This is an optimization exercise on Yosys and OpenROAD, whose aim is small area, not a production implementation. In this exercise RTL edits were held to simulation tests only and were not proved equivalent to the original.

## div
module div(clk, div_a, div_b, div_z);
  input clk;
  input [31:0] div_a;
  input [31:0] div_b;
  output [31:0] div_z;
  wire [0:0] sign_1 = div_a[31] ^ div_b[31];
  wire a_e0 = div_a[30:23] == 8'd0, a_e1 = div_a[30:23] == 8'hff, a_f0 = div_a[22:0] == 23'd0;
  wire b_e0 = div_b[30:23] == 8'd0, b_e1 = div_b[30:23] == 8'hff, b_f0 = div_b[22:0] == 23'd0;
  wire a_nan = a_e1 & ~a_f0, a_inf = a_e1 & a_f0, a_zero = a_e0 & a_f0;
  wire b_nan = b_e1 & ~b_f0, b_inf = b_e1 & b_f0, b_zero = b_e0 & b_f0;
  wire nan_o = a_nan | b_nan | (a_inf & b_inf) | (a_zero & b_zero);
  wire inf_o = ~nan_o & ~b_inf & (a_inf | b_zero);
  wire zero_o = ~nan_o & ~inf_o & (b_inf | a_zero);
  wire [1:0] code_2 = {inf_o | zero_o, nan_o | zero_o};
  wire [4:0] clz_a, clz_b;
  clz24 u_clz_a (.x({~a_e0, div_a[22:0]}), .n(clz_a));
  clz24 u_clz_b (.x({~b_e0, div_b[22:0]}), .n(clz_b));
  wire [23:0] xa = {~a_e0, div_a[22:0]} << clz_a;
  wire [23:0] xb = {~b_e0, div_b[22:0]} << clz_b;
  wire [22:0] x_3 = xa[22:0];
  wire [22:0] d_4 = xb[22:0];
  wire [9:0] e_5 = ({2'b00, div_a[30:24], div_a[23] | a_e0} - {5'd0, clz_a}) - ({2'b00, div_b[30:24], div_b[23] | b_e0} - {5'd0, clz_b});
  reg [0:0] s1_sign;
  always @(posedge clk) s1_sign <= sign_1;
  reg [1:0] s1_code;
  always @(posedge clk) s1_code <= code_2;
  reg [22:0] s1_x;
  always @(posedge clk) s1_x <= x_3;
  reg [22:0] s1_d;
  always @(posedge clk) s1_d <= d_4;
  reg [9:0] s1_e;
  always @(posedge clk) s1_e <= e_5;
  wire [26:0] ws_6 = {4'b1111, s1_x ~^ s1_d};
  wire [26:0] wc_7 = {3'b000, s1_x & ~s1_d, 1'b1};
  wire [3:0] t_8 = ws_6[25:22] + wc_7[25:22];
  wire pos_9 = ~t_8[3];
  wire neg_10 = t_8[3] & ~(&t_8);
  wire [26:0] A_11 = ({4'b0001, s1_d} ^ {27{pos_9}}) & {27{pos_9 | neg_10}};
  wire [26:0] ps_12 = {ws_6[25:0], 1'b0};
  wire [26:0] pc_13 = {wc_7[25:0], 1'b0};
  wire [26:0] ws_14 = ps_12 ^ pc_13 ^ A_11;
  wire [26:0] mj_15 = (ps_12 & pc_13) | (ps_12 & A_11) | (pc_13 & A_11);
  wire [26:0] wc_16 = {mj_15[25:0], pos_9};
  wire [0:0] qp_17 = pos_9;
  wire [0:0] qn_18 = neg_10;
  wire [3:0] t_19 = ws_14[25:22] + wc_16[25:22];
  wire pos_20 = ~t_19[3];
  wire neg_21 = t_19[3] & ~(&t_19);
  wire [26:0] A_22 = ({4'b0001, s1_d} ^ {27{pos_20}}) & {27{pos_20 | neg_21}};
  wire [26:0] ps_23 = {ws_14[25:0], 1'b0};
  wire [26:0] pc_24 = {wc_16[25:0], 1'b0};
  wire [26:0] ws_25 = ps_23 ^ pc_24 ^ A_22;
  ...
Settings: LEC_CHECK=0, CAP_MARGIN=20, CORE_MARGIN=2, CORE_UTILIZATION=40, CTS_BUF_LIST=sky130_fd_sc_hd__clkbuf_4, SLEW_MARGIN=20; clock period 6.5 ns.
run.sh (not shown) runs the stock make flow with config.mk's settings and CLKGATE_MAP_FILE= SYNTH_SCRIPT=/design/flow/synth_recipe.tcl, a recipe that flattens the netlist after the stock synthesis.
Next try:
--- a/flow/config.mk
+++ b/flow/config.mk
@@ -10,2 +10,2 @@
-export CORE_UTILIZATION = 40
-export CTS_BUF_LIST = sky130_fd_sc_hd__clkbuf_4
+export CORE_UTILIZATION = 60
+export CTS_BUF_LIST = sky130_fd_sc_hd__clkbuf_2 sky130_fd_sc_hd__clkbuf_4 sky130_fd_sc_hd__clkbuf_8
Die area is lower by 33%.
Core utilization goes up by 22 points.

div, a different RTL version from the one above (not shown whole).
Size: about 1600 flip-flops, ~97 I/O pins, about 63000 um^2 of cells after synthesis.
export LEC_CHECK = 0
export ABC_AREA = 1
export CAP_MARGIN = 20
export CORE_MARGIN = 2
export CORE_UTILIZATION = 55
export CTS_BUF_LIST = sky130_fd_sc_hd__clkbuf_8
export CTS_CLUSTER_DIAMETER = 80
export CTS_CLUSTER_SIZE = 18
export PLACE_DENSITY = 0.7
export SLEW_MARGIN = 20
create_clock -name core_clock -period 6.5 [get_ports {clk}]
Rerun with:
CORE_UTILIZATION = 40   (was 55)
PLACE_DENSITY = not set   (was 0.7)
Outcome: The new run ran to the end with no violations; fmax increases slightly; first-iteration DRC count decreases by roughly a tenth; routed wire length increases by a few percent; die area increases by well over a third; clock-buffer cell count increases by 2; via count decreases slightly; utilization decreases by 16 points; synthesized cell count is unchanged.
Rerun with:
CTS_CLUSTER_DIAMETER = 60   (was 80)
CTS_CLUSTER_SIZE = 22   (was 18)
Result: Via count hardly moves; worst hold slack improved by 0.045 ns; synthesized area does not change; fmax barely changes; cell area rose by about 0.8%; worst setup slack hardly moves.
Rerun with:
==> flow/flow/run.sh (new file) <==
#!/bin/bash
# The standard layout (standard.sh, unchanged synthesis and steps), with
# one difference: the port buffers that buffer_ports puts on every input and
# output are sky130_fd_sc_hd__buf_1 instead of the tool's default choice.
# The make output goes to standard.log; each ORFS step keeps its own log
# under orfs/logs.
set -e
export BUFFER_PORTS_ARGS="-buffer_cell sky130_fd_sc_hd__buf_1"
bash standard.sh > standard.log 2>&1
==> flow/standard.sh (new file) <==
#!/bin/bash
# synth_recipe.tcl (not shown) runs the flow's synth.tcl, then flattens the netlist and writes it again
# the make line also repeats each setting of config.mk as NAME=value (left out here)
make -C /OpenROAD-flow-scripts/flow DESIGN_CONFIG=/design/flow/config.mk WORK_HOME=/design/flow/orfs CLKGATE_MAP_FILE= SYNTH_SCRIPT=/design/flow/synth_recipe.tcl "${@:-finish}"
CTS_CLUSTER_DIAMETER = 80   (was 60)
CTS_CLUSTER_SIZE = 18   (was 22)
removed: flow/run.sh
Via count is about the same.
Worst setup slack is better by 0.037 ns.
Non-clock buffer count came out higher by 11.
Clock-buffer cell count shrinks by 5.
Hold slack got worse by 0.045 ns.
Register-to-register slack is better by 0.04 ns.
Core utilization goes down by 0.63 points.
Rerun with:
==> flow/run.sh (new file) <==
#!/bin/bash
# synth_recipe.tcl (not shown) runs the flow's synth.tcl, then flattens the netlist and writes it again
# the make line also repeats each setting of config.mk as NAME=value (left out here)
make -C /OpenROAD-flow-scripts/flow DESIGN_CONFIG=/design/flow/config.mk WORK_HOME=/design/flow/orfs CLKGATE_MAP_FILE= SYNTH_SCRIPT=/design/flow/synth_recipe.tcl finish
CTS_BUF_LIST = sky130_fd_sc_hd__clkbuf_4   (was sky130_fd_sc_hd__clkbuf_8)
CTS_CLUSTER_DIAMETER = 50   (was 80)
CTS_CLUSTER_SIZE = 10   (was 18)
removed: flow/flow/run.sh
removed: flow/standard.sh
What happened: Wire length rises by about 1.1%; sequential cell count stays the same; core utilization rises by 0.52 points; design area rises by about 1.2%; worst hold slack is worse by 0.019 ns.
Rerun with:
==> flow/flow/run.sh (new file) <==
#!/bin/bash
set -e
export BUFFER_PORTS_ARGS="-buffer_cell sky130_fd_sc_hd__buf_1"
ls -la > ls_before.log 2>&1
bash standard.sh > standard.log 2>&1
==> flow/standard.sh (new file) <==
#!/bin/bash
# synth_recipe.tcl (not shown) runs the flow's synth.tcl, then flattens the netlist and writes it again
# the make line also repeats each setting of config.mk as NAME=value (left out here)
make -C /OpenROAD-flow-scripts/flow DESIGN_CONFIG=/design/flow/config.mk WORK_HOME=/design/flow/orfs CLKGATE_MAP_FILE= SYNTH_SCRIPT=/design/flow/synth_recipe.tcl "${@:-finish}"
CTS_BUF_LIST = sky130_fd_sc_hd__clkbuf_8   (was sky130_fd_sc_hd__clkbuf_4)
CTS_CLUSTER_DIAMETER = 80   (was 50)
CTS_CLUSTER_SIZE = 18   (was 10)
removed: flow/run.sh
What happened: Routed wire length drops by 1.1%; register-to-register slack improves by 0.03 ns; setup slack improves by 0.028 ns.

[what the ideal ports hide]
The results above use ideal ports. As a check the final layouts listed here were re-extracted and re-timed, cells and wires unchanged.
Step 1, drivers: a clkbuf_16 drives clk and a buf_2 each remaining input, both assumed.
Step 2 moves the port delays by t, midway between the first and last clock arrival at a register: inputs arrive t later, outputs are due t later. That takes back most of the time a late clock gives input paths.
Three values: ideal ports, drivers, drivers and shift; two values: the first two.
| run | t, ns | setup slack, ns | worst hold slack (ns) | clock arrival spread, ns | worst register clock-pin slew, ns |
|---|---|---|---|---|---|
| the first run of note 1 | 1.342 | 0.444 / 0.444 / 0.444 | 0.278 / 0.278 / 0.278 | 0.098 / 0.099 | 0.07 / 0.07 |
| the second run of note 1 | 1.041 | 0.466 / 0.466 / 0.466 | 0.252 / 0.252 / 0.252 | 0.114 / 0.114 | 0.09 / 0.09 |
| the first run of note 2 | 0.868 | 0.327 / 0.327 / 0.327 | 0.276 / 0.276 / 0.276 | 0.096 / 0.096 | 0.12 / 0.12 |
| the second run of note 2 | 0.918 | 0.365 / 0.365 / 0.365 | 0.280 / 0.280 / 0.280 | 0.086 / 0.085 | 0.12 / 0.12 |
| the third run of note 2 | 0.910 | 0.368 / 0.368 / 0.368 | 0.326 / 0.326 / 0.326 | 0.058 / 0.058 | 0.12 / 0.12 |
| the fourth run of note 2 | 0.908 | 0.404 / 0.404 / 0.404 | 0.280 / 0.280 / 0.280 | 0.091 / 0.091 | 0.12 / 0.12 |
| the fifth run of note 2 | 1.241 | 0.376 / 0.376 / 0.376 | 0.261 / 0.261 / 0.261 | 0.115 / 0.115 | 0.12 / 0.12 |
| the sixth run of note 2 | 0.908 | 0.404 / 0.404 / 0.404 | 0.280 / 0.280 / 0.280 | 0.091 / 0.091 | 0.12 / 0.12 |
After both steps every run listed still meets setup and hold.
